What follows belongs to an exercise in optimizing a design on an open flow for small area, a short achievable clock period and few clock cycles; a production flow would make more cautious choices. Function was checked by simulation only, so behaviour that the tests miss may differ from the original. No activity file was given, so power comes from the tool's default toggle rates.

== east ==
## CPU
module CPU(clk,reset,imem_addr,imem_rdata,dmem_addr,dmem_we,dmem_wdata,dmem_rdata);
Size: roughly 8100 cells after synthesis, about 1500 flip-flops.
export LEC_CHECK = 0
export CAP_MARGIN = 30
export CORE_MARGIN = 2
export CORE_UTILIZATION = 55
export PLACE_DENSITY = 0.7
export SETUP_SLACK_MARGIN = 0.4
export SLEW_MARGIN = 30
export SYNTH_HIERARCHICAL = 1
create_clock -name core_clock -period 20.0 [get_ports {clk}]
standard.sh (not shown) runs the stock make flow with config.mk's settings and CLKGATE_MAP_FILE= SYNTH_SCRIPT=/design/flow/synth_recipe.tcl, a recipe that flattens the netlist after the stock synthesis.
==> flow/flow/run.sh <==
#!/bin/bash
# Standard synthesis and layout (the standard.sh), with:
#  - repair_timing aimed at a short clock period: the setup margin asks every path for this
#    much slack at the design's period, so the resizer works on the paths that set the
#    period the layout achieves;
#  - sizing free to change a cell's footprint; port buffers start as buf_4;
#  - clock tree synthesis without dummy loads, with larger sink clusters;
#  - the repair after global routing on pessimistic wire parasitics (flow/grt_rc.tcl).
#  - the flops that drive output ports go next to their port buffers after global
#    placement (flow/out_flops.tcl).
# make's full output goes to make_finish.log here; each step's log is under orfs/logs/.
set -euo pipefail
bash standard.sh \
  PRE_GLOBAL_ROUTE_TCL="$PWD/flow/grt_rc.tcl" \
  POST_GLOBAL_PLACE_TCL="$PWD/flow/out_flops.tcl" \
  SETUP_SLACK_MARGIN=14.8 \
  MATCH_CELL_FOOTPRINT=0 \
  BUFFER_PORTS_ARGS="-buffer_cell sky130_fd_sc_hd__buf_4" \
  CTS_ARGS="-sink_clustering_enable -repair_clock_nets -dont_use_dummy_load -sink_clustering_size 25 -sink_clustering_max_diameter 70" \
  finish > make_finish.log 2>&1
Other scripts of this flow, unchanged in this note and not shown: flow/flow/grt_rc.tcl, flow/flow/out_flops.tcl
east: flow completed, timing, DRC and antenna clean
Testbench counts of east, summed over its fixed seeds: cycles 108,076.
Modified inputs, south compared to east
--- a/flow/design.v
+++ b/flow/design.v
@@ -1812,17 +1812,18 @@
 	MulTree mul_tree(.a(opa), .b(opb), .s(mt_s), .c(mt_c), .d(mt_d));
 	wire d_free  = ~irv | ~stall;                  
 	wire d_go    = irv & ~stall;                    
 	wire d_gobr  = d_go & c_br;
 	wire br_imm0 = imm == 16'd0;
 	wire br_imm1 = imm == 16'd1;
 	wire br_far  = ~(br_imm0 | br_imm1);
 	wire kill_set = d_gobr & br_taken & br_imm1;
-	wire d_jump  = d_go & (c_jr | (c_j & ~jdone));  
+	wire jr_next = rs_e ? (e_sel[0] & (e_sum == ipc4)) : (rs_early == ipc4);
+	wire d_jump  = d_go & ((c_jr & ~jr_next) | (c_j & ~jdone));  
 	wire [31:0] d_jtgt = c_jr ? rs_mid : {ipc4[31:28], ir[25:0], 2'b00};
 	wire aw_j    = ~(imem_rdata[31] | imem_rdata[30] | imem_rdata[29] | imem_rdata[28]) & imem_rdata[27];
 	wire f2ok    = f2v & d_free & ~skv;              
 	wire f2j_en  = ~reset & ~kill & ~(irv & c_br & br_imm1);
 	wire f2j     = f2ok & aw_j & f2j_en;
 	wire hold    = ~d_free & (skv | f2v);
 	wire [31:0] fpc_rest = reset ? 32'd4 : d_jump ? d_jtgt : hold ? fpc : {fpc[31:2] + 30'd1, fpc[1:0]};
 	wire [31:0] fpc_nb, fpc_next;
--- outcome ---
No stage failed in south, and the final checks on the layout all came back clean. Against east, sequential power in south rose by a few percent. A standard cell with the maximum stage delay on the critical path of sky130_fd_sc_hd__o211ai_1 is what south shows, while sky130_fd_sc_hd__dfxtp_4 belongs to east. Diff east -> south: hold slack went down by 0.0058 ns, met2 track demand over resource went down by 1.3 points, worst setup margin went down by 0.44 ns, sequential power share went down by 2.1 points. Against east as the reference, south delivers a higher synthesized instance count. Compared with east, in south die area moved up, number of primary I/O pins has remained practically unchanged, count of non-filler cells in the finished layout increased 299. south vs east, critical path depth went up by 23. south vs east, origin of the worst setup path: opb[9]$_DFF_P_ vs fpc[22]$_DFF_P_. Between east and south, final area increased. Number of non-clock inverters in the layout was lower in east than in south. Changes observed in south relative to east: first-iteration DRC count rose 709, overall power consumption rose 1.3 mW.
Testbench counts of south, summed over its fixed seeds: cycles 106,071.

== run C ==
CPU, a different RTL version from the one above (not shown whole).
Size in the first run: ~8000 cells after synthesis, about 1400 flip-flops, about 90000 um^2 of cells after synthesis.
Settings: LEC_CHECK=0, CAP_MARGIN=30, CORE_MARGIN=2, CORE_UTILIZATION=55, PLACE_DENSITY=0.7, SETUP_SLACK_MARGIN=0.4, SLEW_MARGIN=30, SYNTH_HIERARCHICAL=1; clock period 20.0 ns.
==> flow/flow/run.sh <==
#!/bin/bash
# Standard synthesis and layout (the standard.sh), with:
#  - repair_timing aimed at a short clock period: the setup margin asks every path for this
#    much slack at the design's period, so the resizer works on the paths that set the
#    period the layout achieves;
#  - sizing free to change a cell's footprint; port buffers start as buf_4;
#  - clock tree synthesis without dummy loads, with larger sink clusters;
#  - the repair after global routing on pessimistic wire parasitics (flow/grt_rc.tcl).
# make's full output goes to make_finish.log here; each step's log is under orfs/logs/.
set -euo pipefail
bash standard.sh \
  PRE_GLOBAL_ROUTE_TCL="$PWD/flow/grt_rc.tcl" \
  SETUP_SLACK_MARGIN=14.8 \
  MATCH_CELL_FOOTPRINT=0 \
  BUFFER_PORTS_ARGS="-buffer_cell sky130_fd_sc_hd__buf_4" \
  CTS_ARGS="-sink_clustering_enable -repair_clock_nets -dont_use_dummy_load -sink_clustering_size 25 -sink_clustering_max_diameter 70" \
  finish > make_finish.log 2>&1
==> flow/flow/grt_rc.tcl <==
# Sourced before global routing (PRE_GLOBAL_ROUTE_TCL): the repair after global routing sees
# wires 25% more resistive and capacitive than the platform's estimate, since the routed and
# extracted wires come out slower than that estimate.
set s 1.25
foreach {layer c r} {
  li1  1.499e-04   7.176e-02
  met1 1.72375E-04 8.929e-04
  met2 1.36233E-04 8.929e-04
  met3 2.14962E-04 1.567e-04
  met4 1.48128E-04 1.567e-04
  met5 1.54087E-04 1.781e-05
} {
  set_layer_rc -layer $layer -capacitance [expr {$c * $s}] -resistance [expr {$r * $s}]
}
set_wire_rc -signal -layer met1
set_wire_rc -clock -layer met3
Run C: done, clean on timing, DRC and antenna
Testbench counts of run C, summed over its fixed seeds: cycles 109,373.
diff inputs: run C => run A
diff --git a/flow/design.v b/flow/design.v
--- a/flow/design.v
+++ b/flow/design.v
@@ -1657,34 +1657,26 @@
 	output [W-1:0]  s
 );
 	assign s = a + {{(W-16){imm[15]}}, imm};
 endmodule
 module BrCmp(
 	input  [31:0] e_sum,
-	input  [31:0] m_res,
-	input  [31:0] rs_rf,
-	input  [31:0] rt_rf,
+	input  [31:0] rs_early,
+	input  [31:0] rt_early,
 	input         rs_e,
 	input         rt_e,
-	input         rs_m,
-	input         rt_m,
 	input  [1:0]  bt,
 	output        taken
 );
-	wire rs_b = rs_e | rs_m;                         
-	wire rt_b = rt_e | rt_m;
-	wire [31:0] rs_x = rs_e ? e_sum : m_res;         
-	wire [31:0] rt_y = rt_e ? e_sum : m_res;
-	wire eq_ff = rs_rf == rt_rf;
-	wire eq_bf = rs_x == rt_rf;
-	wire eq_fb = rs_rf == rt_y;
-	wire eq_bb = (rs_e == rt_e) | (e_sum == m_res);  
-	wire eq = rs_b ? (rt_b ? eq_bb : eq_bf) : (rt_b ? eq_fb : eq_ff);
-	wire le_f = rs_rf[31] | (rs_rf == 32'd0);
-	wire le_b = rs_x[31] | (rs_x == 32'd0);
-	wire le = rs_b ? le_b : le_f;
+	wire [31:0] k = rs_e ? rt_early : rs_early;      
+	wire eq_rr = rs_early == rt_early;
+	wire eq_e  = e_sum == k;
+	wire le_r = rs_early[31] | (rs_early == 32'd0);
+	wire le_e = e_sum[31] | (e_sum == 32'd0);
+	wire eq = (rs_e | rt_e) ? ((rs_e & rt_e) | eq_e) : eq_rr;
+	wire le = rs_e ? le_e : le_r;
 	assign taken = bt[1] ? (bt[0] ^ le) : (bt[0] ^ eq);
 endmodule
 module RegRead(
 	input  [7:0]        lo,
 	input  [3:0]        hi,
 	input  [32*31-1:0]  rf,      
@@ -1817,14 +1809,14 @@
 	wire stall = irv & ((use_rs & rs_e & (e_late | c_mem)) |
 	                    (c_br & (rs_e | rt_e) & ~e_sel[0]) |
 	                    (use_rt & rt_e & e_late) |
 	                    ((c_mem | c_bj) & rs_m & m_late) |
 	                    (c_br & rt_m & m_late));
 	wire br_taken;
-	BrCmp brcmp(.e_sum(e_sum), .m_res(m_res), .rs_rf(rs_rf), .rt_rf(rt_rf), .rs_e(rs_e), .rt_e(rt_e),
-	            .rs_m(rs_m), .rt_m(rt_m), .bt(op[1:0]), .taken(br_taken));
+	BrCmp brcmp(.e_sum(e_sum), .rs_early(rs_early), .rt_early(rt_early), .rs_e(rs_e), .rt_e(rt_e),
+	            .bt(op[1:0]), .taken(br_taken));
 	wire [31:2] br_tgt = ipc4 + {{14{imm[15]}}, imm};
 	wire [31:0] agu_sum;
 	AddImm #(32) agu(.a(rs_early), .imm(imm), .s(agu_sum));
 	wire [31:0] e_sum;
 	ALU alu(.opa(opa), .opb(opb), .sub(e_sub), .sel(e_sel), .left(e_left), .sra(e_sra), .out(e_out),
 	        .sum_out(e_sum));
@@ -1862,24 +1854,21 @@
 			end else if (f2v & ~skv) begin
 				skv <= 1'b1;
 			end
 		end
 	end
 	wire [31:0] ir_next = skv ? sk : imem_rdata;
-	wire [9:0] sel_src = d_free ? {ir_next[25:21], ir_next[20:16]} : {ir[25:21], ir[20:16]};
-	always @(posedge clk) begin
-		rs_lo <= 8'd1 << sel_src[7:5];
-		rs_hi <= 4'd1 << sel_src[9:8];
-		rt_lo <= 8'd1 << sel_src[2:0];
-		rt_hi <= 4'd1 << sel_src[4:3];
-	end
 	always @(posedge clk) begin
 		if (d_free) begin
 			ir    <= ir_next;
 			ipc4  <= fpc;
 			jdone <= f2j;
+			rs_lo <= 8'd1 << ir_next[23:21];
+			rs_hi <= 4'd1 << ir_next[25:24];
+			rt_lo <= 8'd1 << ir_next[18:16];
+			rt_hi <= 4'd1 << ir_next[20:19];
 		end
 		if (~d_free & ~skv) sk <= imem_rdata;
 	end
 	wire a_const = c_link | c_shift | c_lui;
 	wire b_const = c_link | c_imm;
 	wire [4:0] rot_amt = fn[1] ? ir[10:6] : 5'd0 - ir[10:6];
## What came out
- Area share of buffers outside the clock network (run A over run C): decrease, 0.21 points
- Run C and run A ended up with roughly the same worst hold slack.
- The critical path start-end classification comes out reg -> out in one run and reg -> reg in the other, namely in run C and run A respectively.
- Looking at number of synthesized flops with an enable pin, run A sits above run C.
- Post-synthesis to final-layout area growth delta (run C -> run A): insignificant
- As of run A, number of filler instances in the final layout had fallen by a few percent compared to run C.
- In the reports for run A and run C, the smaller wire length per cell belongs to run A.
- Run C ended up with dfxtp_4 as its highest-delay cell along the critical path; run A ended up with fa_1.
- Run C reports its worst setup path endpoint as imem_addr[10] while run A reports m_c[31]$_DFF_P_.
- Delta (run A minus run C): fraction of area in clock buffers and inverters now sits at about the same level; count of cell instances traversed by the critical path moved up; routed wire length shows a reduction of 10 mm; final worst-path cycle share increased 0.22 points; arrival time at the worst endpoint went up.
Testbench counts of run A, summed over its fixed seeds: cycles 109,373.

[re-timing with driven ports]
The flow's constraints put no driver on any port. The routed layouts listed below were extracted and timed again, unchanged, in two steps.
Step 1 (the two cells are an assumption about what drives the block):
set clk [get_ports {clk}]
set_driving_cell -lib_cell sky130_fd_sc_hd__clkbuf_16 $clk
set_driving_cell -lib_cell sky130_fd_sc_hd__buf_2 [delete_from_list [all_inputs] $clk]
Step 2 adds t to the input delays and takes it off the output delays; t is the mean of the earliest and latest rising clock arrival at the registers after step 1. Input paths then give back, and output paths get back, about the clock's delay inside the block.
a / b / c = ideal / step 1 / step 2; a / b = the first two.
run	t, ns	setup WS [ns]	worst hold slack (ns)	worst setup path at the end
east	0.854	14.717 / 14.623 / 14.051	0.399 / 0.399 / 0.399	input to register
south	0.874	14.274 / 14.274 / 13.596	0.393 / 0.393 / 0.393	input to register
run C	0.861	14.736 / 14.640 / 14.048	0.411 / 0.411 / 0.411	input to register
run A	0.860	14.692 / 14.659 / 14.178	0.411 / 0.411 / 0.411	input to register
After both steps setup and hold are still met in every run listed. For run C, which loses most, drivers alone change the setup slack by -0.096 ns; drivers and shift together by -0.688 ns.
